Source: an optimization exercise on an open RTL-to-GDS flow (aim: small area, a short achievable clock period and few clock cycles per item). Production flows keep margins and buffers that such runs may drop. No functional check of the RTL was part of this run. Power and IR drop assume default switching activity.

==> design/flow/design.v <==
`timescale 1ns / 100 ps
module BoothRadix4 #(parameter N = 18)
(
    output wire [2*N-1:0] product,
    output wire           done,
    input wire [N-1:0]    mplier,
    input wire [N-1:0]    mcand,
    input wire            n_reset,
    input wire            start,
    input wire            clk
);
assign done = start & n_reset;
wire [N+1:0] b = {mplier, 1'b0};    
wire [N:0] x = {mcand[N-1], mcand};   
wire [8:0] one, two, neg;
genvar gi;
generate for (gi = 0; gi < 9; gi = gi + 1) begin : enc
    assign one[gi] = b[2*gi+1] ^ b[2*gi];
    assign two[gi] = (b[2*gi+2] & ~b[2*gi+1] & ~b[2*gi]) | (~b[2*gi+2] & b[2*gi+1] & b[2*gi]);
    assign neg[gi] = b[2*gi+2];
end endgenerate
wire [18:0] pp0 = (({19{one[0]}} & x) | ({19{two[0]}} & {x[17:0], 1'b0})) ^ {19{neg[0]}};
wire [18:0] pp1 = (({19{one[1]}} & x) | ({19{two[1]}} & {x[17:0], 1'b0})) ^ {19{neg[1]}};
wire [18:0] pp2 = (({19{one[2]}} & x) | ({19{two[2]}} & {x[17:0], 1'b0})) ^ {19{neg[2]}};
wire [18:0] pp3 = (({19{one[3]}} & x) | ({19{two[3]}} & {x[17:0], 1'b0})) ^ {19{neg[3]}};
wire [18:0] pp4 = (({19{one[4]}} & x) | ({19{two[4]}} & {x[17:0], 1'b0})) ^ {19{neg[4]}};
wire [18:0] pp5 = (({19{one[5]}} & x) | ({19{two[5]}} & {x[17:0], 1'b0})) ^ {19{neg[5]}};
wire [18:0] pp6 = (({19{one[6]}} & x) | ({19{two[6]}} & {x[17:0], 1'b0})) ^ {19{neg[6]}};
wire [18:0] pp7 = (({19{one[7]}} & x) | ({19{two[7]}} & {x[17:0], 1'b0})) ^ {19{neg[7]}};
wire [18:0] pp8 = (({19{one[8]}} & x) | ({19{two[8]}} & {x[17:0], 1'b0})) ^ {19{neg[8]}};
wire h0_s = neg[1] ^ pp0[2];
wire h0_c = neg[1] & pp0[2];
wire h1_s = pp0[3] ^ pp1[1];
wire h1_c = pp0[3] & pp1[1];
wire f0_s = neg[2] ^ pp0[4] ^ pp1[2];
wire f0_c = (neg[2] & pp0[4]) | (neg[2] & pp1[2]) | (pp0[4] & pp1[2]);
wire h2_s = pp2[0] ^ h1_c;
wire h2_c = pp2[0] & h1_c;
wire f1_s = pp0[5] ^ pp1[3] ^ pp2[1];
wire f1_c = (pp0[5] & pp1[3]) | (pp0[5] & pp2[1]) | (pp1[3] & pp2[1]);
wire h3_s = f0_c ^ f1_s;
wire h3_c = f0_c & f1_s;
wire f2_s = neg[3] ^ pp0[6] ^ pp1[4];
wire f2_c = (neg[3] & pp0[6]) | (neg[3] & pp1[4]) | (pp0[6] & pp1[4]);
wire f3_s = pp2[2] ^ pp3[0] ^ f1_c;
wire f3_c = (pp2[2] & pp3[0]) | (pp2[2] & f1_c) | (pp3[0] & f1_c);
wire h4_s = f2_s ^ h3_c;
wire h4_c = f2_s & h3_c;
wire f4_s = pp0[7] ^ pp1[5] ^ pp2[3];
wire f4_c = (pp0[7] & pp1[5]) | (pp0[7] & pp2[3]) | (pp1[5] & pp2[3]);
wire f5_s = pp3[1] ^ f2_c ^ f4_s;
wire f5_c = (pp3[1] & f2_c) | (pp3[1] & f4_s) | (f2_c & f4_s);
wire h5_s = f3_c ^ f5_s;
wire h5_c = f3_c & f5_s;
wire f6_s = neg[4] ^ pp0[8] ^ pp1[6];
wire f6_c = (neg[4] & pp0[8]) | (neg[4] & pp1[6]) | (pp0[8] & pp1[6]);
wire f7_s = pp2[4] ^ pp3[2] ^ pp4[0];
wire f7_c = (pp2[4] & pp3[2]) | (pp2[4] & pp4[0]) | (pp3[2] & pp4[0]);
wire f8_s = f4_c ^ f6_s ^ f7_s;
wire f8_c = (f4_c & f6_s) | (f4_c & f7_s) | (f6_s & f7_s);
wire h6_s = f5_c ^ f8_s;
wire h6_c = f5_c & f8_s;
wire f9_s = pp0[9] ^ pp1[7] ^ pp2[5];
wire f9_c = (pp0[9] & pp1[7]) | (pp0[9] & pp2[5]) | (pp1[7] & pp2[5]);
wire f10_s = pp3[3] ^ pp4[1] ^ f6_c;
wire f10_c = (pp3[3] & pp4[1]) | (pp3[3] & f6_c) | (pp4[1] & f6_c);
wire f11_s = f7_c ^ f9_s ^ f10_s;
wire f11_c = (f7_c & f9_s) | (f7_c & f10_s) | (f9_s & f10_s);
wire h7_s = f8_c ^ f11_s;
wire h7_c = f8_c & f11_s;
wire f12_s = neg[5] ^ pp0[10] ^ pp1[8];
wire f12_c = (neg[5] & pp0[10]) | (neg[5] & pp1[8]) | (pp0[10] & pp1[8]);
wire f13_s = pp2[6] ^ pp3[4] ^ pp4[2];
wire f13_c = (pp2[6] & pp3[4]) | (pp2[6] & pp4[2]) | (pp3[4] & pp4[2]);
wire f14_s = pp5[0] ^ f9_c ^ f12_s;
wire f14_c = (pp5[0] & f9_c) | (pp5[0] & f12_s) | (f9_c & f12_s);
wire f15_s = f13_s ^ f10_c ^ f14_s;
wire f15_c = (f13_s & f10_c) | (f13_s & f14_s) | (f10_c & f14_s);
wire f16_s = pp0[11] ^ pp1[9] ^ pp2[7];
wire f16_c = (pp0[11] & pp1[9]) | (pp0[11] & pp2[7]) | (pp1[9] & pp2[7]);
wire f17_s = pp3[5] ^ pp4[3] ^ pp5[1];
wire f17_c = (pp3[5] & pp4[3]) | (pp3[5] & pp5[1]) | (pp4[3] & pp5[1]);
wire f18_s = f12_c ^ f13_c ^ f16_s;
wire f18_c = (f12_c & f13_c) | (f12_c & f16_s) | (f13_c & f16_s);
wire h8_s = f17_s ^ f14_c;
wire h8_c = f17_s & f14_c;
wire f19_s = neg[6] ^ pp0[12] ^ pp1[10];
wire f19_c = (neg[6] & pp0[12]) | (neg[6] & pp1[10]) | (pp0[12] & pp1[10]);
wire f20_s = pp2[8] ^ pp3[6] ^ pp4[4];
wire f20_c = (pp2[8] & pp3[6]) | (pp2[8] & pp4[4]) | (pp3[6] & pp4[4]);
wire f21_s = pp5[2] ^ pp6[0] ^ f16_c;
wire f21_c = (pp5[2] & pp6[0]) | (pp5[2] & f16_c) | (pp6[0] & f16_c);
wire f22_s = f17_c ^ f19_s ^ f20_s;
wire f22_c = (f17_c & f19_s) | (f17_c & f20_s) | (f19_s & f20_s);
wire h9_s = f21_s ^ f18_c;
wire h9_c = f21_s & f18_c;
wire f23_s = pp0[13] ^ pp1[11] ^ pp2[9];
wire f23_c = (pp0[13] & pp1[11]) | (pp0[13] & pp2[9]) | (pp1[11] & pp2[9]);
wire f24_s = pp3[7] ^ pp4[5] ^ pp5[3];
wire f24_c = (pp3[7] & pp4[5]) | (pp3[7] & pp5[3]) | (pp4[5] & pp5[3]);
wire f25_s = pp6[1] ^ f19_c ^ f20_c;
wire f25_c = (pp6[1] & f19_c) | (pp6[1] & f20_c) | (f19_c & f20_c);
wire f26_s = f23_s ^ f24_s ^ f21_c;
wire f26_c = (f23_s & f24_s) | (f23_s & f21_c) | (f24_s & f21_c);
wire h10_s = f22_c ^ f25_s;
wire h10_c = f22_c & f25_s;
wire f27_s = neg[7] ^ pp0[14] ^ pp1[12];
wire f27_c = (neg[7] & pp0[14]) | (neg[7] & pp1[12]) | (pp0[14] & pp1[12]);
wire f28_s = pp2[10] ^ pp3[8] ^ pp4[6];
wire f28_c = (pp2[10] & pp3[8]) | (pp2[10] & pp4[6]) | (pp3[8] & pp4[6]);
wire f29_s = pp5[4] ^ pp6[2] ^ pp7[0];
wire f29_c = (pp5[4] & pp6[2]) | (pp5[4] & pp7[0]) | (pp6[2] & pp7[0]);
wire f30_s = f23_c ^ f24_c ^ f27_s;
wire f30_c = (f23_c & f24_c) | (f23_c & f27_s) | (f24_c & f27_s);
wire f31_s = f28_s ^ f29_s ^ f25_c;
wire f31_c = (f28_s & f29_s) | (f28_s & f25_c) | (f29_s & f25_c);
wire h11_s = f30_s ^ f26_c;
wire h11_c = f30_s & f26_c;
wire f32_s = pp0[15] ^ pp1[13] ^ pp2[11];
wire f32_c = (pp0[15] & pp1[13]) | (pp0[15] & pp2[11]) | (pp1[13] & pp2[11]);
wire f33_s = pp3[9] ^ pp4[7] ^ pp5[5];
wire f33_c = (pp3[9] & pp4[7]) | (pp3[9] & pp5[5]) | (pp4[7] & pp5[5]);
wire f34_s = pp6[3] ^ pp7[1] ^ f27_c;
wire f34_c = (pp6[3] & pp7[1]) | (pp6[3] & f27_c) | (pp7[1] & f27_c);
wire f35_s = f28_c ^ f29_c ^ f32_s;
wire f35_c = (f28_c & f29_c) | (f28_c & f32_s) | (f29_c & f32_s);
wire f36_s = f33_s ^ f34_s ^ f30_c;
wire f36_c = (f33_s & f34_s) | (f33_s & f30_c) | (f34_s & f30_c);
wire h12_s = f35_s ^ f31_c;
wire h12_c = f35_s & f31_c;
wire f37_s = neg[8] ^ pp0[16] ^ pp1[14];
wire f37_c = (neg[8] & pp0[16]) | (neg[8] & pp1[14]) | (pp0[16] & pp1[14]);
wire f38_s = pp2[12] ^ pp3[10] ^ pp4[8];
wire f38_c = (pp2[12] & pp3[10]) | (pp2[12] & pp4[8]) | (pp3[10] & pp4[8]);
wire f39_s = pp5[6] ^ pp6[4] ^ pp7[2];
wire f39_c = (pp5[6] & pp6[4]) | (pp5[6] & pp7[2]) | (pp6[4] & pp7[2]);
wire f40_s = pp8[0] ^ f32_c ^ f33_c;
wire f40_c = (pp8[0] & f32_c) | (pp8[0] & f33_c) | (f32_c & f33_c);
wire f41_s = f37_s ^ f38_s ^ f39_s;
wire f41_c = (f37_s & f38_s) | (f37_s & f39_s) | (f38_s & f39_s);
wire f42_s = f34_c ^ f35_c ^ f40_s;
wire f42_c = (f34_c & f35_c) | (f34_c & f40_s) | (f35_c & f40_s);
wire h13_s = f41_s ^ f36_c;
wire h13_c = f41_s & f36_c;
wire f43_s = pp0[17] ^ pp1[15] ^ pp2[13];
wire f43_c = (pp0[17] & pp1[15]) | (pp0[17] & pp2[13]) | (pp1[15] & pp2[13]);
wire f44_s = pp3[11] ^ pp4[9] ^ pp5[7];
wire f44_c = (pp3[11] & pp4[9]) | (pp3[11] & pp5[7]) | (pp4[9] & pp5[7]);
wire f45_s = pp6[5] ^ pp7[3] ^ pp8[1];
wire f45_c = (pp6[5] & pp7[3]) | (pp6[5] & pp8[1]) | (pp7[3] & pp8[1]);
wire f46_s = f37_c ^ f38_c ^ f39_c;
wire f46_c = (f37_c & f38_c) | (f37_c & f39_c) | (f38_c & f39_c);
wire f47_s = f43_s ^ f44_s ^ f45_s;
wire f47_c = (f43_s & f44_s) | (f43_s & f45_s) | (f44_s & f45_s);
wire f48_s = f40_c ^ f41_c ^ f46_s;
wire f48_c = (f40_c & f41_c) | (f40_c & f46_s) | (f41_c & f46_s);
wire h14_s = f47_s ^ f42_c;
wire h14_c = f47_s & f42_c;
wire f49_s = pp0[18] ^ pp1[16] ^ pp2[14];
wire f49_c = (pp0[18] & pp1[16]) | (pp0[18] & pp2[14]) | (pp1[16] & pp2[14]);
wire f50_s = pp3[12] ^ pp4[10] ^ pp5[8];
wire f50_c = (pp3[12] & pp4[10]) | (pp3[12] & pp5[8]) | (pp4[10] & pp5[8]);
wire f51_s = pp6[6] ^ pp7[4] ^ pp8[2];
wire f51_c = (pp6[6] & pp7[4]) | (pp6[6] & pp8[2]) | (pp7[4] & pp8[2]);
wire f52_s = f43_c ^ f44_c ^ f45_c;
wire f52_c = (f43_c & f44_c) | (f43_c & f45_c) | (f44_c & f45_c);
wire f53_s = f49_s ^ f50_s ^ f51_s;
wire f53_c = (f49_s & f50_s) | (f49_s & f51_s) | (f50_s & f51_s);
wire f54_s = f46_c ^ f47_c ^ f52_s;
wire f54_c = (f46_c & f47_c) | (f46_c & f52_s) | (f47_c & f52_s);
wire h15_s = f53_s ^ f48_c;
wire h15_c = f53_s & f48_c;
wire f55_s = pp0[18] ^ pp1[17] ^ pp2[15];
wire f55_c = (pp0[18] & pp1[17]) | (pp0[18] & pp2[15]) | (pp1[17] & pp2[15]);
wire f56_s = pp3[13] ^ pp4[11] ^ pp5[9];
wire f56_c = (pp3[13] & pp4[11]) | (pp3[13] & pp5[9]) | (pp4[11] & pp5[9]);
wire f57_s = pp6[7] ^ pp7[5] ^ pp8[3];
wire f57_c = (pp6[7] & pp7[5]) | (pp6[7] & pp8[3]) | (pp7[5] & pp8[3]);
wire f58_s = f49_c ^ f50_c ^ f51_c;
wire f58_c = (f49_c & f50_c) | (f49_c & f51_c) | (f50_c & f51_c);
wire f59_s = f55_s ^ f56_s ^ f57_s;
wire f59_c = (f55_s & f56_s) | (f55_s & f57_s) | (f56_s & f57_s);
wire f60_s = f52_c ^ f53_c ^ f58_s;
wire f60_c = (f52_c & f53_c) | (f52_c & f58_s) | (f53_c & f58_s);
wire h16_s = f59_s ^ f54_c;
wire h16_c = f59_s & f54_c;
wire f61_s = pp2[16] ^ pp3[14] ^ pp4[12];
wire f61_c = (pp2[16] & pp3[14]) | (pp2[16] & pp4[12]) | (pp3[14] & pp4[12]);
wire f62_s = pp5[10] ^ pp6[8] ^ pp7[6];
wire f62_c = (pp5[10] & pp6[8]) | (pp5[10] & pp7[6]) | (pp6[8] & pp7[6]);
wire f63_s = pp8[4] ^ ~pp0[18] ^ ~pp1[18];
wire f63_c = (pp8[4] & ~pp0[18]) | (pp8[4] & ~pp1[18]) | (~pp0[18] & ~pp1[18]);
wire f64_s = f55_c ^ f56_c ^ f57_c;
wire f64_c = (f55_c & f56_c) | (f55_c & f57_c) | (f56_c & f57_c);
wire f65_s = f61_s ^ f62_s ^ f63_s;
wire f65_c = (f61_s & f62_s) | (f61_s & f63_s) | (f62_s & f63_s);
wire f66_s = f58_c ^ f59_c ^ f64_s;
wire f66_c = (f58_c & f59_c) | (f58_c & f64_s) | (f59_c & f64_s);
wire h17_s = f65_s ^ f60_c;
wire h17_c = f65_s & f60_c;
wire f67_s = 1'b1 ^ pp2[17] ^ pp3[15];
wire f67_c = (1'b1 & pp2[17]) | (1'b1 & pp3[15]) | (pp2[17] & pp3[15]);
wire f68_s = pp4[13] ^ pp5[11] ^ pp6[9];
wire f68_c = (pp4[13] & pp5[11]) | (pp4[13] & pp6[9]) | (pp5[11] & pp6[9]);
wire f69_s = pp7[7] ^ pp8[5] ^ f61_c;
wire f69_c = (pp7[7] & pp8[5]) | (pp7[7] & f61_c) | (pp8[5] & f61_c);
wire f70_s = f62_c ^ f63_c ^ f67_s;
wire f70_c = (f62_c & f63_c) | (f62_c & f67_s) | (f63_c & f67_s);
wire f71_s = f68_s ^ f69_s ^ f64_c;
wire f71_c = (f68_s & f69_s) | (f68_s & f64_c) | (f69_s & f64_c);
wire f72_s = f65_c ^ f70_s ^ f71_s;
wire f72_c = (f65_c & f70_s) | (f65_c & f71_s) | (f70_s & f71_s);
wire f73_s = pp3[16] ^ pp4[14] ^ pp5[12];
wire f73_c = (pp3[16] & pp4[14]) | (pp3[16] & pp5[12]) | (pp4[14] & pp5[12]);
wire f74_s = pp6[10] ^ pp7[8] ^ pp8[6];
wire f74_c = (pp6[10] & pp7[8]) | (pp6[10] & pp8[6]) | (pp7[8] & pp8[6]);
wire f75_s = ~pp2[18] ^ f67_c ^ f68_c;
wire f75_c = (~pp2[18] & f67_c) | (~pp2[18] & f68_c) | (f67_c & f68_c);
wire f76_s = f73_s ^ f74_s ^ f69_c;
wire f76_c = (f73_s & f74_s) | (f73_s & f69_c) | (f74_s & f69_c);
wire f77_s = f70_c ^ f75_s ^ f76_s;
wire f77_c = (f70_c & f75_s) | (f70_c & f76_s) | (f75_s & f76_s);
wire f78_s = 1'b1 ^ pp3[17] ^ pp4[15];
wire f78_c = (1'b1 & pp3[17]) | (1'b1 & pp4[15]) | (pp3[17] & pp4[15]);
wire f79_s = pp5[13] ^ pp6[11] ^ pp7[9];
wire f79_c = (pp5[13] & pp6[11]) | (pp5[13] & pp7[9]) | (pp6[11] & pp7[9]);
wire f80_s = pp8[7] ^ f73_c ^ f74_c;
wire f80_c = (pp8[7] & f73_c) | (pp8[7] & f74_c) | (f73_c & f74_c);
wire f81_s = f78_s ^ f79_s ^ f75_c;
wire f81_c = (f78_s & f79_s) | (f78_s & f75_c) | (f79_s & f75_c);
wire h18_s = f80_s ^ f76_c;
wire h18_c = f80_s & f76_c;
wire f82_s = pp4[16] ^ pp5[14] ^ pp6[12];
wire f82_c = (pp4[16] & pp5[14]) | (pp4[16] & pp6[12]) | (pp5[14] & pp6[12]);
wire f83_s = pp7[10] ^ pp8[8] ^ ~pp3[18];
wire f83_c = (pp7[10] & pp8[8]) | (pp7[10] & ~pp3[18]) | (pp8[8] & ~pp3[18]);
wire f84_s = f78_c ^ f79_c ^ f82_s;
wire f84_c = (f78_c & f79_c) | (f78_c & f82_s) | (f79_c & f82_s);
wire f85_s = f83_s ^ f80_c ^ f84_s;
wire f85_c = (f83_s & f80_c) | (f83_s & f84_s) | (f80_c & f84_s);
wire f86_s = 1'b1 ^ pp4[17] ^ pp5[15];
wire f86_c = (1'b1 & pp4[17]) | (1'b1 & pp5[15]) | (pp4[17] & pp5[15]);
wire f87_s = pp6[13] ^ pp7[11] ^ pp8[9];
wire f87_c = (pp6[13] & pp7[11]) | (pp6[13] & pp8[9]) | (pp7[11] & pp8[9]);
wire f88_s = f82_c ^ f83_c ^ f86_s;
wire f88_c = (f82_c & f83_c) | (f82_c & f86_s) | (f83_c & f86_s);
wire h19_s = f87_s ^ f84_c;
wire h19_c = f87_s & f84_c;
wire f89_s = pp5[16] ^ pp6[14] ^ pp7[12];
wire f89_c = (pp5[16] & pp6[14]) | (pp5[16] & pp7[12]) | (pp6[14] & pp7[12]);
wire f90_s = pp8[10] ^ ~pp4[18] ^ f86_c;
wire f90_c = (pp8[10] & ~pp4[18]) | (pp8[10] & f86_c) | (~pp4[18] & f86_c);
wire f91_s = f87_c ^ f89_s ^ f90_s;
wire f91_c = (f87_c & f89_s) | (f87_c & f90_s) | (f89_s & f90_s);
wire f92_s = 1'b1 ^ pp5[17] ^ pp6[15];
wire f92_c = (1'b1 & pp5[17]) | (1'b1 & pp6[15]) | (pp5[17] & pp6[15]);
wire f93_s = pp7[13] ^ pp8[11] ^ f89_c;
wire f93_c = (pp7[13] & pp8[11]) | (pp7[13] & f89_c) | (pp8[11] & f89_c);
wire f94_s = f92_s ^ f90_c ^ f93_s;
wire f94_c = (f92_s & f90_c) | (f92_s & f93_s) | (f90_c & f93_s);
wire f95_s = pp6[16] ^ pp7[14] ^ pp8[12];
wire f95_c = (pp6[16] & pp7[14]) | (pp6[16] & pp8[12]) | (pp7[14] & pp8[12]);
wire f96_s = ~pp5[18] ^ f92_c ^ f95_s;
wire f96_c = (~pp5[18] & f92_c) | (~pp5[18] & f95_s) | (f92_c & f95_s);
wire h20_s = f93_c ^ f96_s;
wire h20_c = f93_c & f96_s;
wire f97_s = 1'b1 ^ pp6[17] ^ pp7[15];
wire f97_c = (1'b1 & pp6[17]) | (1'b1 & pp7[15]) | (pp6[17] & pp7[15]);
wire f98_s = pp8[13] ^ f95_c ^ f97_s;
wire f98_c = (pp8[13] & f95_c) | (pp8[13] & f97_s) | (f95_c & f97_s);
wire h21_s = f96_c ^ f98_s;
wire h21_c = f96_c & f98_s;
wire f99_s = pp7[16] ^ pp8[14] ^ ~pp6[18];
wire f99_c = (pp7[16] & pp8[14]) | (pp7[16] & ~pp6[18]) | (pp8[14] & ~pp6[18]);
wire f100_s = f97_c ^ f99_s ^ f98_c;
wire f100_c = (f97_c & f99_s) | (f97_c & f98_c) | (f99_s & f98_c);
wire f101_s = 1'b1 ^ pp7[17] ^ pp8[15];
wire f101_c = (1'b1 & pp7[17]) | (1'b1 & pp8[15]) | (pp7[17] & pp8[15]);
wire h22_s = f99_c ^ f101_s;
wire h22_c = f99_c & f101_s;
wire f102_s = pp8[16] ^ ~pp7[18] ^ f101_c;
wire f102_c = (pp8[16] & ~pp7[18]) | (pp8[16] & f101_c) | (~pp7[18] & f101_c);
wire f103_s = 1'b1 ^ pp8[17] ^ f102_c;
wire f103_c = (1'b1 & pp8[17]) | (1'b1 & f102_c) | (pp8[17] & f102_c);
reg r0_0;
reg r0_1;
reg r1_0;
reg r2_0;
reg r2_1;
reg r3_0;
reg r3_1;
reg r4_0;
reg r4_1;
reg r5_0;
reg r5_1;
reg r6_0;
reg r6_1;
reg r7_0;
reg r7_1;
reg r8_0;
reg r8_1;
reg r9_0;
reg r9_1;
reg r10_0;
reg r10_1;
reg r10_2;
reg r11_0;
reg r11_1;
reg r11_2;
reg r12_0;
reg r12_1;
reg r12_2;
reg r13_0;
reg r13_1;
reg r13_2;
reg r14_0;
reg r14_1;
reg r14_2;
reg r15_0;
reg r15_1;
reg r15_2;
reg r16_0;
reg r16_1;
reg r16_2;
reg r17_0;
reg r17_1;
reg r17_2;
reg r18_0;
reg r18_1;
reg r18_2;
reg r19_0;
reg r19_1;
reg r19_2;
reg r20_0;
reg r20_1;
reg r20_2;
reg r21_0;
reg r21_1;
reg r21_2;
reg r22_0;
reg r22_1;
reg r22_2;
reg r23_0;
reg r23_1;
reg r23_2;
reg r24_0;
reg r24_1;
reg r24_2;
reg r25_0;
reg r25_1;
reg r25_2;
reg r26_0;
reg r26_1;
reg r26_2;
reg r27_0;
reg r27_1;
reg r28_0;
reg r28_1;
reg r29_0;
reg r29_1;
reg r30_0;
reg r30_1;
reg r31_0;
reg r31_1;
reg r32_0;
reg r32_1;
reg r33_0;
reg r34_0;
reg r34_1;
always @(posedge clk) begin
    if (done) begin
        r0_0 <= neg[0];
        r0_1 <= pp0[0];
        r1_0 <= pp0[1];
        r2_0 <= pp1[0];
        r2_1 <= h0_s;
        r3_0 <= h0_c;
        r3_1 <= h1_s;
        r4_0 <= f0_s;
        r4_1 <= h2_s;
        r5_0 <= h2_c;
        r5_1 <= h3_s;
        r6_0 <= f3_s;
        r6_1 <= h4_s;
        r7_0 <= h4_c;
        r7_1 <= h5_s;
        r8_0 <= h5_c;
        r8_1 <= h6_s;
        r9_0 <= h6_c;
        r9_1 <= h7_s;
        r10_0 <= f11_c;
        r10_1 <= f15_s;
        r10_2 <= h7_c;
        r11_0 <= f18_s;
        r11_1 <= h8_s;
        r11_2 <= f15_c;
        r12_0 <= f22_s;
        r12_1 <= h8_c;
        r12_2 <= h9_s;
        r13_0 <= h9_c;
        r13_1 <= f26_s;
        r13_2 <= h10_s;
        r14_0 <= h10_c;
        r14_1 <= f31_s;
        r14_2 <= h11_s;
        r15_0 <= f36_s;
        r15_1 <= h11_c;
        r15_2 <= h12_s;
        r16_0 <= f42_s;
        r16_1 <= h12_c;
        r16_2 <= h13_s;
        r17_0 <= f48_s;
        r17_1 <= h13_c;
        r17_2 <= h14_s;
        r18_0 <= f54_s;
        r18_1 <= h14_c;
        r18_2 <= h15_s;
        r19_0 <= f60_s;
        r19_1 <= h15_c;
        r19_2 <= h16_s;
        r20_0 <= f66_s;
        r20_1 <= h16_c;
        r20_2 <= h17_s;
        r21_0 <= f66_c;
        r21_1 <= h17_c;
        r21_2 <= f72_s;
        r22_0 <= f71_c;
        r22_1 <= f77_s;
        r22_2 <= f72_c;
        r23_0 <= f81_s;
        r23_1 <= h18_s;
        r23_2 <= f77_c;
        r24_0 <= f81_c;
        r24_1 <= f85_s;
        r24_2 <= h18_c;
        r25_0 <= f88_s;
        r25_1 <= h19_s;
        r25_2 <= f85_c;
        r26_0 <= f88_c;
        r26_1 <= h19_c;
        r26_2 <= f91_s;
        r27_0 <= f91_c;
        r27_1 <= f94_s;
        r28_0 <= f94_c;
        r28_1 <= h20_s;
        r29_0 <= h20_c;
        r29_1 <= h21_s;
        r30_0 <= h21_c;
        r30_1 <= f100_s;
        r31_0 <= h22_s;
        r31_1 <= f100_c;
        r32_0 <= h22_c;
        r32_1 <= f102_s;
        r33_0 <= f103_s;
        r34_0 <= ~pp8[18];
        r34_1 <= f103_c;
    end
end
wire oh23_s = r10_0 ^ r10_1;
wire oh23_c = r10_0 & r10_1;
wire of104_s = r11_0 ^ r11_1 ^ r11_2;
wire of104_c = (r11_0 & r11_1) | (r11_0 & r11_2) | (r11_1 & r11_2);
wire of105_s = r12_0 ^ r12_1 ^ r12_2;
wire of105_c = (r12_0 & r12_1) | (r12_0 & r12_2) | (r12_1 & r12_2);
wire of106_s = r13_0 ^ r13_1 ^ r13_2;
wire of106_c = (r13_0 & r13_1) | (r13_0 & r13_2) | (r13_1 & r13_2);
wire of107_s = r14_0 ^ r14_1 ^ r14_2;
wire of107_c = (r14_0 & r14_1) | (r14_0 & r14_2) | (r14_1 & r14_2);
wire of108_s = r15_0 ^ r15_1 ^ r15_2;
wire of108_c = (r15_0 & r15_1) | (r15_0 & r15_2) | (r15_1 & r15_2);
wire of109_s = r16_0 ^ r16_1 ^ r16_2;
wire of109_c = (r16_0 & r16_1) | (r16_0 & r16_2) | (r16_1 & r16_2);
wire of110_s = r17_0 ^ r17_1 ^ r17_2;
wire of110_c = (r17_0 & r17_1) | (r17_0 & r17_2) | (r17_1 & r17_2);
wire of111_s = r18_0 ^ r18_1 ^ r18_2;
wire of111_c = (r18_0 & r18_1) | (r18_0 & r18_2) | (r18_1 & r18_2);
wire of112_s = r19_0 ^ r19_1 ^ r19_2;
wire of112_c = (r19_0 & r19_1) | (r19_0 & r19_2) | (r19_1 & r19_2);
wire of113_s = r20_0 ^ r20_1 ^ r20_2;
wire of113_c = (r20_0 & r20_1) | (r20_0 & r20_2) | (r20_1 & r20_2);
wire of114_s = r21_0 ^ r21_1 ^ r21_2;
wire of114_c = (r21_0 & r21_1) | (r21_0 & r21_2) | (r21_1 & r21_2);
wire of115_s = r22_0 ^ r22_1 ^ r22_2;
wire of115_c = (r22_0 & r22_1) | (r22_0 & r22_2) | (r22_1 & r22_2);
wire of116_s = r23_0 ^ r23_1 ^ r23_2;
wire of116_c = (r23_0 & r23_1) | (r23_0 & r23_2) | (r23_1 & r23_2);
wire of117_s = r24_0 ^ r24_1 ^ r24_2;
wire of117_c = (r24_0 & r24_1) | (r24_0 & r24_2) | (r24_1 & r24_2);
wire of118_s = r25_0 ^ r25_1 ^ r25_2;
wire of118_c = (r25_0 & r25_1) | (r25_0 & r25_2) | (r25_1 & r25_2);
wire of119_s = r26_0 ^ r26_1 ^ r26_2;
wire of119_c = (r26_0 & r26_1) | (r26_0 & r26_2) | (r26_1 & r26_2);
wire oh24_s = r27_0 ^ r27_1;
wire oh24_c = r27_0 & r27_1;
wire oh25_s = r28_0 ^ r28_1;
wire oh25_c = r28_0 & r28_1;
wire oh26_s = r29_0 ^ r29_1;
wire oh26_c = r29_0 & r29_1;
wire oh27_s = r30_0 ^ r30_1;
wire oh27_c = r30_0 & r30_1;
wire oh28_s = r31_0 ^ r31_1;
wire oh28_c = r31_0 & r31_1;
wire oh29_s = r32_0 ^ r32_1;
wire oh29_c = r32_0 & r32_1;
wire [35:0] sum_a = {1'b1, r34_0, r33_0, oh28_c, oh27_c, oh26_c, oh25_c, oh24_c, oh24_s, of118_c, of117_c, of116_c, of115_c, of114_c, of113_c, of112_c, of111_c, of110_c, of109_c, of108_c, of107_c, of106_c, of105_c, of104_c, oh23_c, r10_2, r9_0, r8_0, r7_0, r6_0, r5_0, r4_0, r3_0, r2_0, r1_0, r0_0};
wire [35:0] sum_b = {1'b0, r34_1, oh29_c, oh29_s, oh28_s, oh27_s, oh26_s, oh25_s, of119_c, of119_s, of118_s, of117_s, of116_s, of115_s, of114_s, of113_s, of112_s, of111_s, of110_s, of109_s, of108_s, of107_s, of106_s, of105_s, of104_s, oh23_s, r9_1, r8_1, r7_1, r6_1, r5_1, r4_1, r3_1, r2_1, 1'b0, r0_1};
wire [35:0] g0 = sum_a & sum_b;
wire [35:0] p0 = sum_a ^ sum_b;
wire gg0 = g0[1] | (p0[1] & g0[0]);
wire pp_0 = p0[1] & p0[0];
wire gg1 = g0[3] | (p0[3] & g0[2]);
wire pp_1 = p0[3] & p0[2];
wire gg2 = g0[5] | (p0[5] & g0[4]);
wire pp_2 = p0[5] & p0[4];
wire gg3 = g0[7] | (p0[7] & g0[6]);
wire pp_3 = p0[7] & p0[6];
wire gg4 = g0[9] | (p0[9] & g0[8]);
wire pp_4 = p0[9] & p0[8];
wire gg5 = g0[11] | (p0[11] & g0[10]);
wire pp_5 = p0[11] & p0[10];
wire gg6 = g0[13] | (p0[13] & g0[12]);
wire pp_6 = p0[13] & p0[12];
wire gg7 = g0[15] | (p0[15] & g0[14]);
wire pp_7 = p0[15] & p0[14];
wire gg8 = g0[17] | (p0[17] & g0[16]);
wire pp_8 = p0[17] & p0[16];
wire gg9 = g0[19] | (p0[19] & g0[18]);
wire pp_9 = p0[19] & p0[18];
wire gg10 = g0[21] | (p0[21] & g0[20]);
wire pp_10 = p0[21] & p0[20];
wire gg11 = g0[23] | (p0[23] & g0[22]);
wire pp_11 = p0[23] & p0[22];
wire gg12 = g0[25] | (p0[25] & g0[24]);
wire pp_12 = p0[25] & p0[24];
wire gg13 = g0[27] | (p0[27] & g0[26]);
wire pp_13 = p0[27] & p0[26];
wire gg14 = g0[29] | (p0[29] & g0[28]);
wire pp_14 = p0[29] & p0[28];
wire gg15 = g0[31] | (p0[31] & g0[30]);
wire pp_15 = p0[31] & p0[30];
wire gg16 = g0[33] | (p0[33] & g0[32]);
wire pp_16 = p0[33] & p0[32];
wire gg17 = g0[35] | (p0[35] & g0[34]);
wire pp_17 = p0[35] & p0[34];
wire gq18 = g0[2] | (p0[2] & g0[1]);
wire gg18 = gq18 | (p0[2] & p0[1] & g0[0]);
wire gg19 = gg1 | (pp_1 & gg0);
wire pp_19 = pp_1 & pp_0;
wire gg20 = g0[6] | (p0[6] & gg2);
wire pp_20 = p0[6] & pp_2;
wire gg21 = gg3 | (pp_3 & gg2);
wire pp_21 = pp_3 & pp_2;
wire gg22 = g0[10] | (p0[10] & gg4);
wire pp_22 = p0[10] & pp_4;
wire gg23 = gg5 | (pp_5 & gg4);
wire pp_23 = pp_5 & pp_4;
wire gg24 = g0[14] | (p0[14] & gg6);
wire pp_24 = p0[14] & pp_6;
wire gg25 = gg7 | (pp_7 & gg6);
wire pp_25 = pp_7 & pp_6;
wire gg26 = g0[18] | (p0[18] & gg8);
wire pp_26 = p0[18] & pp_8;
wire gg27 = gg9 | (pp_9 & gg8);
wire pp_27 = pp_9 & pp_8;
wire gg28 = g0[22] | (p0[22] & gg10);
wire pp_28 = p0[22] & pp_10;
wire gg29 = gg11 | (pp_11 & gg10);
wire pp_29 = pp_11 & pp_10;
wire gg30 = g0[26] | (p0[26] & gg12);
wire pp_30 = p0[26] & pp_12;
wire gg31 = gg13 | (pp_13 & gg12);
wire pp_31 = pp_13 & pp_12;
wire gg32 = g0[30] | (p0[30] & gg14);
wire pp_32 = p0[30] & pp_14;
wire gg33 = gg15 | (pp_15 & gg14);
wire pp_33 = pp_15 & pp_14;
wire gg34 = g0[34] | (p0[34] & gg16);
wire pp_34 = p0[34] & pp_16;
wire gg35 = gg17 | (pp_17 & gg16);
wire pp_35 = pp_17 & pp_16;
wire gq36 = g0[4] | (p0[4] & g0[3]);
wire gg36 = gq36 | (p0[4] & p0[3] & gg18);
wire gg37 = gg2 | (pp_2 & gg19);
wire pp_37 = pp_2 & pp_19;
wire gg38 = gg20 | (pp_20 & gg19);
wire pp_38 = pp_20 & pp_19;
wire gg39 = gg21 | (pp_21 & gg19);
wire pp_39 = pp_21 & pp_19;
wire gg40 = g0[12] | (p0[12] & gg23);
wire pp_40 = p0[12] & pp_23;
wire gg41 = gg6 | (pp_6 & gg23);
wire pp_41 = pp_6 & pp_23;
wire gg42 = gg24 | (pp_24 & gg23);
wire pp_42 = pp_24 & pp_23;
wire gg43 = gg25 | (pp_25 & gg23);
wire pp_43 = pp_25 & pp_23;
wire gg44 = g0[20] | (p0[20] & gg27);
wire pp_44 = p0[20] & pp_27;
wire gg45 = gg10 | (pp_10 & gg27);
wire pp_45 = pp_10 & pp_27;
wire gg46 = gg28 | (pp_28 & gg27);
wire pp_46 = pp_28 & pp_27;
wire gg47 = gg29 | (pp_29 & gg27);
wire pp_47 = pp_29 & pp_27;
wire gg48 = g0[28] | (p0[28] & gg31);
wire pp_48 = p0[28] & pp_31;
wire gg49 = gg14 | (pp_14 & gg31);
wire pp_49 = pp_14 & pp_31;
wire gg50 = gg32 | (pp_32 & gg31);
wire pp_50 = pp_32 & pp_31;
wire gg51 = gg33 | (pp_33 & gg31);
wire pp_51 = pp_33 & pp_31;
wire gq52 = g0[8] | (p0[8] & g0[7]);
wire gg52 = gq52 | (p0[8] & p0[7] & gg38);
wire gg53 = gg4 | (pp_4 & gg39);
wire pp_53 = pp_4 & pp_39;
wire gg54 = gg22 | (pp_22 & gg39);
wire pp_54 = pp_22 & pp_39;
wire gg55 = gg23 | (pp_23 & gg39);
wire pp_55 = pp_23 & pp_39;
wire gg56 = gg40 | (pp_40 & gg39);
wire pp_56 = pp_40 & pp_39;
wire gg57 = gg41 | (pp_41 & gg39);
wire pp_57 = pp_41 & pp_39;
wire gg58 = gg42 | (pp_42 & gg39);
wire pp_58 = pp_42 & pp_39;
wire gg59 = gg43 | (pp_43 & gg39);
wire pp_59 = pp_43 & pp_39;
wire gg60 = g0[24] | (p0[24] & gg47);
wire pp_60 = p0[24] & pp_47;
wire gg61 = gg12 | (pp_12 & gg47);
wire pp_61 = pp_12 & pp_47;
wire gg62 = gg30 | (pp_30 & gg47);
wire pp_62 = pp_30 & pp_47;
wire gg63 = gg31 | (pp_31 & gg47);
wire pp_63 = pp_31 & pp_47;
wire gg64 = gg48 | (pp_48 & gg47);
wire pp_64 = pp_48 & pp_47;
wire gg65 = gg49 | (pp_49 & gg47);
wire pp_65 = pp_49 & pp_47;
wire gg66 = gg50 | (pp_50 & gg47);
wire pp_66 = pp_50 & pp_47;
wire gg67 = gg51 | (pp_51 & gg47);
wire pp_67 = pp_51 & pp_47;
wire gq68 = g0[16] | (p0[16] & g0[15]);
wire gg68 = gq68 | (p0[16] & p0[15] & gg58);
wire gg69 = gg8 | (pp_8 & gg59);
wire pp_69 = pp_8 & pp_59;
wire gg70 = gg26 | (pp_26 & gg59);
wire pp_70 = pp_26 & pp_59;
wire gg71 = gg27 | (pp_27 & gg59);
wire pp_71 = pp_27 & pp_59;
wire gg72 = gg44 | (pp_44 & gg59);
wire pp_72 = pp_44 & pp_59;
wire gg73 = gg45 | (pp_45 & gg59);
wire pp_73 = pp_45 & pp_59;
wire gg74 = gg46 | (pp_46 & gg59);
wire pp_74 = pp_46 & pp_59;
wire gg75 = gg47 | (pp_47 & gg59);
wire pp_75 = pp_47 & pp_59;
wire gg76 = gg60 | (pp_60 & gg59);
wire pp_76 = pp_60 & pp_59;
wire gg77 = gg61 | (pp_61 & gg59);
wire pp_77 = pp_61 & pp_59;
wire gg78 = gg62 | (pp_62 & gg59);
wire pp_78 = pp_62 & pp_59;
wire gg79 = gg63 | (pp_63 & gg59);
wire pp_79 = pp_63 & pp_59;
wire gg80 = gg64 | (pp_64 & gg59);
wire pp_80 = pp_64 & pp_59;
wire gg81 = gg65 | (pp_65 & gg59);
wire pp_81 = pp_65 & pp_59;
wire gg82 = gg66 | (pp_66 & gg59);
wire pp_82 = pp_66 & pp_59;
wire gg83 = gg67 | (pp_67 & gg59);
wire pp_83 = pp_67 & pp_59;
wire gq84 = g0[32] | (p0[32] & g0[31]);
wire gg84 = gq84 | (p0[32] & p0[31] & gg82);
wire gg85 = gg16 | (pp_16 & gg83);
wire pp_85 = pp_16 & pp_83;
wire gg86 = gg34 | (pp_34 & gg83);
wire pp_86 = pp_34 & pp_83;
wire gg87 = gg35 | (pp_35 & gg83);
wire pp_87 = pp_35 & pp_83;
wire [35:0] cpre = {gg87, gg86, gg85, gg84, gg83, gg82, gg81, gg80, gg79, gg78, gg77, gg76, gg75, gg74, gg73, gg72, gg71, gg70, gg69, gg68, gg59, gg58, gg57, gg56, gg55, gg54, gg53, gg52, gg39, gg38, gg37, gg36, gg19, gg18, gg0, g0[0]};
assign product = p0 ^ {cpre[34:0], 1'b0};
endmodule
==> design/flow/flow/run.sh <==
#!/bin/bash
# Own layout flow: the ORFS flow through standard.sh, with these changes:
#  - synthesis: synth_recipe.tcl and ORFS's synth.tcl, except that
#    (a) Yosys's synth runs with -noabc (as well as -nofsm -noshare), so its
#        quick ABC pass does not remap the adder logic before extract_fa, and
#    (b) the final ABC mapping runs flow/abc_own.script (plain technology
#        mapping, no ABC buffering or gate sizing; OpenROAD's resizer sizes and
#        buffers the netlist instead).
#    Registers, flattening and renaming are as in the standard synthesis;
#  - port buffers are plain sky130 buffers (buf_2) instead of the cell
#    buffer_ports picks by itself;
#  - flow/dt.tcl (before global routing) keeps the drivers of the register
#    enable net from being downsized by power recovery; flow/undt.tcl lifts that
#    again once global routing is done;
#  - extra ORFS make settings for the layout steps: MATCH_CELL_FOOTPRINT=0 RECOVER_POWER=100
# The full make output goes to standard.log in the work folder; ORFS's per-step
# logs (synthesis included) stay under orfs/logs/.
set -euo pipefail
sed "s#log_cmd abc {\*}\$abc_args#log_cmd abc {*}[lreplace \$abc_args 1 1 $PWD/flow/abc_own.script]#" "$FLOW_HOME/scripts/synth.tcl" > own_synth_core.tcl
grep -q abc_own.script own_synth_core.tcl
sed -e "s#source \$::env(SCRIPTS_DIR)/synth.tcl#source $PWD/own_synth_core.tcl#" -e "1s/-nofsm -noshare /-nofsm -noshare -noabc /" synth_recipe.tcl > own_synth.tcl
grep -q own_synth_core.tcl own_synth.tcl
grep -q -- "-noabc" own_synth.tcl
export BUFFER_PORTS_ARGS="-buffer_cell sky130_fd_sc_hd__buf_2"
if ! bash standard.sh SYNTH_SCRIPT=$PWD/own_synth.tcl PRE_GLOBAL_ROUTE_TCL=$PWD/flow/dt.tcl POST_GLOBAL_ROUTE_TCL=$PWD/flow/undt.tcl MATCH_CELL_FOOTPRINT=0 RECOVER_POWER=100 finish > standard.log 2>&1; then
  tail -40 standard.log
  exit 1
fi
tail -5 standard.log
==> design/flow/flow/abc_own.script <==
strash
dch
map -B 0.9
topo
==> design/flow/flow/dt.tcl <==
# Keep the drivers of the register enable net as repaired so far: power
# recovery must not downsize them (their fanout is every register).
proc enable_drivers {} {
  set cells {}
  foreach pin [get_pins -hierarchical */DE] {
    set net [get_nets -of_objects $pin]
    foreach drv [get_pins -of_objects $net -filter "direction == output"] {
      lappend cells [get_full_name [get_cells -of_objects $drv]]
    }
  }
  return [lsort -unique $cells]
}
set ::dt_cells [enable_drivers]
puts "dont_touch on enable drivers: $::dt_cells"
foreach c $::dt_cells { set_dont_touch [get_cells $c] }
==> design/flow/flow/undt.tcl <==
# Lift the dont_touch that flow/dt.tcl set, now that power recovery is done,
# so later steps treat those cells like any other (power hookup included).
foreach c $::dt_cells { unset_dont_touch [get_cells $c] }
puts "dont_touch lifted: $::dt_cells"
==> design/flow/standard.sh <==
#!/bin/bash
# synth_recipe.tcl (not shown) runs the flow's synth.tcl, then flattens the netlist and writes it again
# the make line also repeats each setting of config.mk as NAME=value (left out here)
make -C /OpenROAD-flow-scripts/flow DESIGN_CONFIG=/design/flow/config.mk WORK_HOME=/design/flow/orfs CLKGATE_MAP_FILE= SYNTH_SCRIPT=/design/flow/synth_recipe.tcl "${@:-finish}"
==> design/flow/config.mk <==
export PLATFORM = sky130hd
export DESIGN_NAME = BoothRadix4
export DESIGN_NICKNAME = BoothRadix4
export VERILOG_FILES = /design/flow/design.v
export SDC_FILE = /design/flow/constraint.sdc
export NUM_CORES = 4
export LEC_CHECK = 0
export ABC_AREA = 1
export CAP_MARGIN = 20
export CORE_MARGIN = 2
export CORE_UTILIZATION = 40
export PLACE_DENSITY = 0.6
export SETUP_SLACK_MARGIN = 0.04
export SLEW_MARGIN = 20
==> design/flow/constraint.sdc <==
create_clock -name core_clock -period 3.5 [get_ports {clk}]
set_input_delay 0.7000 -clock core_clock [delete_from_list [all_inputs] [get_ports {clk}]]
set_output_delay 0.7000 -clock core_clock [all_outputs]
set_load 0.01 [all_outputs]
==> summary.txt <==
Critical path
  • Crit path kind: register to output port
  • Crit-path cells: fa_1 > ha_4 > nand2_2 > clkinv_1 > nand2_1 > nand2_1 > a21oi_2 > nand2_4 > buf_12 > clkbuf_16 > a21oi_1 > xnor2_1 > buf_2
  • Crit-path slowest cell: fa_1
  • Worst EP arrival: 2880 ps
  • Worst setup SP type: register
  • Crit path largest cell delay: approximately 600 ps
  • Data required time of the worst path: between 2000 and 3000 ps
  • CP endpoint kind: output port
  • Crit path max fanout: 5
  • Most used cell along the critical path: nand2_1

Timing
  • Tightest Pin Transition: between 700 and 800 ps
  • Max Slew Vio Count: 0
  • WHS: slightly below 800 ps
  • Setup_tns: -412 ps
  • Worst rel slew slack: approximately half
  • Final worst setup slack: -76.2 ps
  • Hold Vio Cnt, Final: 0
  • Fin crit share: 102%
  • Setup Viol. Count Final: 11
  • Fmax: around 280 MHz
  • Min Tclk post-route: 3580 ps

Global route
  • Vias in the first global route: ~8000
  • Gr usage total: ~22%
  • Largest net degree at the start of global routing: 60
  • GRT overflow: 0
  • Wire length of the first global-routing pass: ~45000 um
  • Antenna violations before repair: 1

CTS
  • Clk slew on worst S/H paths: roughly 70 ps
  • Clk buf depth: 2
  • Clock sink count: 85
  • Clock buffer count from CTS: 9
  • Postcts setup bufs: 1
  • H-tree depth: 3
  • Hold buffers post-CTS: 0
  • Clock root buffer: clkbuf_16
  • Post-cts resize count: 20
  • CTS tree: yes

Job
  • Max-cap violations: 0

Route
  • Via count: just over 8000
  • Pre-antenna DRT Iters: 5
  • Vias per cell: between 5 and 6
  • Drt wl/cell: roughly 19 um
  • Iter 0 DRT Violations: roughly 650
  • Antenna viol nets, final: 0
  • DRC Markers: 0
  • WL final: between 20000 and 30000 um

Power
  • LEAKAGE: between 5 and 6 nW
  • Seq pwr share: around 16%
  • Psw: between 0.005 and 0.006 W
  • Combinational Power Share: between 70 and 80%
  • Worst VDD drop: roughly 0.68 mV
  • P_int: ~0.0060 W
  • Pwr Density: slightly below 900 nW/um2
  • Clock share of power: 9.4%
  • Switching part of the total power: a little under half

Logic synthesis
  • Xor and xnor fraction of the mapped netlist area: between 15 and 20%
  • Mapped Nets: approximately 1200
  • Share of the synthesized area in the top cell type: 25.9%
  • Simple logic cell fraction of the synthesized area: under 10%
  • Seq/Total Area, Yosys: 25.9%
  • Adder-cell share of the synthesized area: between 30 and 40%
  • Ys Warns: 1
  • Primary FF master, synth: edfxtp_1
  • Flops & latches, synth: 85
  • Synthesized cell area: ~9800 um2
  • Cell taking the most area after synthesis: edfxtp_1
  • Most numerous cell in the Yosys netlist: xor2_1
  • Avg Cell Area, Syn: roughly 10 um2
  • Library cells used by synthesis: 20
  • Synth area leaders: edfxtp_1 (26%), fa_1 (23%), xor2_1 (17%)
  • Post-synthesis mux area share: 0%
  • Post-Synthesis Cells: 978
  • Top cells by count, synth: xor2_1 (189), o22ai_1 (152), nand2_1 (130), fa_1 (113), clkinv_1 (111)
  • Main combinational cell family by area after synthesis: adder cells
  • EDFF count, synth: 85
  • Async S/R FF share, synth: 0%
  • Synth Area in Compound Gates: 12.8%

Floorplan
  • Die Wd: ~160 um
  • Initial Util: roughly two fifths
  • Die H: 161 um
  • Area of the core: roughly 24000 um2
  • I/O Pins: between 70 and 80
  • Die ar.: between 20000 and 30000 um2
  • FP Rows: 57

Layout
  • Final-stage net count: around 1400
  • Share of layout cells above drive strength 1: 27.5%
  • Fin util: 52.8%
  • Area growth, synth to finish: 29.9%
  • Ant diodes: 0

Hold path
  • Worst min path class: input pin to register

Place
  • RePlAce Congestion: approximately 0.94
  • Hpwl dp: 21800 um
  • Port buffer count: 75

Status
  • Status: finished with violations
  • Failed Checks: negative setup slack
[layer usage]
| layer | up-vias | part of all wire (%) | track usage (%) |
|---|---|---|---|
| met2 | 332 | 47 | 35.8 |
| met3 | 60 | 7.8 | 4.70 |
| met4 | 0 | 2.8 | 6.82 |
| li1 | 3860 | - | - |
| met1 | 4043 | 43 | 30.3 |
| met5 | - | 0 | 0 |
[cell type report]
| cell class | count | area [um2] |
|---|---|---|
| Inverter | 111 | 443 |
| Tap cell | 324 | 405 |
| Clock inverter | 7 | 97.6 |
| Multi-Input combinational cell | 781 | 7480 |
| Sequential cell | 85 | 2550 |
| Timing Repair Buffer | 216 | 1580 |
| Clock buffer | 9 | 225 |
| Fill cell | 2213 | 11500 |
[path summary, 6_finish.rpt]
| check | startpoint | end | slack, ps | cells past startpoint |
|---|---|---|---|---|
| worst max-delay path | r15_0$_DFFE_PP_ | product[24] | -80 | 13 |
| worst min-delay path | mplier[0] | r0_1$_DFFE_PP_ | 790 | 3 |
[layout by cell type (no fill, tap or decap), types with 11 or more instances in the layout]
cell type	instances
xor2_1	184
o22ai_1	144
buf_4	121
fa_1	108
nand2_1	95
clkinv_1	91
edfxtp_1	85
ha_1	58
buf_2	53
nor2_1	26
nand2_2	23
a21oi_1	22
nand3_1	19
clkbuf_1	18
o21ai_0	14
nand2_4	12
ha_4	11
[kinds of logic (layout without fill, tap and decap cells)]
group                      count (synthesis)  after routing
AOI/OAI and AO/OA                        209            209
xor gates and xnor gates                 193            193
adders and majority gates                185            185
buffers and inverters                    112            343
DFF                                       85             85
and+or+nand+nor                          194            194
[stage by stage]
step	setup WS [ps]	area [um2]	std cells	power, W
floorplan	18.7	10100	978	0.00632
global placement	-241	11800	1499	0.00851
detailed placement	-285	11800	1499	0.00861
CTS	-10.8	12300	1516	0.0100
finish	-76.2	12800	1533	0.0112
[worst max-delay path: cells and delay by family (launching register included)]
kind / cells / cell delay, ps
DFF: 1 / 410
buffers and inverters: 4 / 500
and+or+nand+nor: 4 / 330
xor gates and xnor gates: 1 / 130
AOI/OAI and AO/OA: 2 / 320
adders and majority gates: 2 / 830
[power by group through the flow]
stage	clock network (W)	logic [W]	registers, W
3_5_place_dp	0	0.00677	0.00185
4_1_cts	0.00107	0.00715	0.00182
2_1_floorplan	0	0.00450	0.00181
6_report	0.00105	0.00830	0.00182
3_3_place_gp	0	0.00668	0.00183

## what the ideal ports hide
How much do the figures lean on ideal ports? The routed layout below was timed once more, with nothing changed but the port constraints.
Step 1: set_driving_cell puts a clkbuf_16 on clk and a buf_2 on each other input, an assumption about the parent block.
Step 2 times the ports against the registers' clock, not the clock port: input delays grow and output delays shrink by t, the midpoint of the rising clock arrivals with the driver on.
Slacks: ideal ports / drivers / drivers and shift; pairs: ideal ports / drivers.
t (ns): 0.393
slack for setup (ns): -0.076 / -0.122 / -0.409
clock arrival spread, ns: 0.019 / 0.019
worst slew at a driven data input, ns: 0.05
cell pins on the clock port's net: 1
The setup slack of this run moves by -0.046 ns with the drivers and by -0.333 ns with both steps.
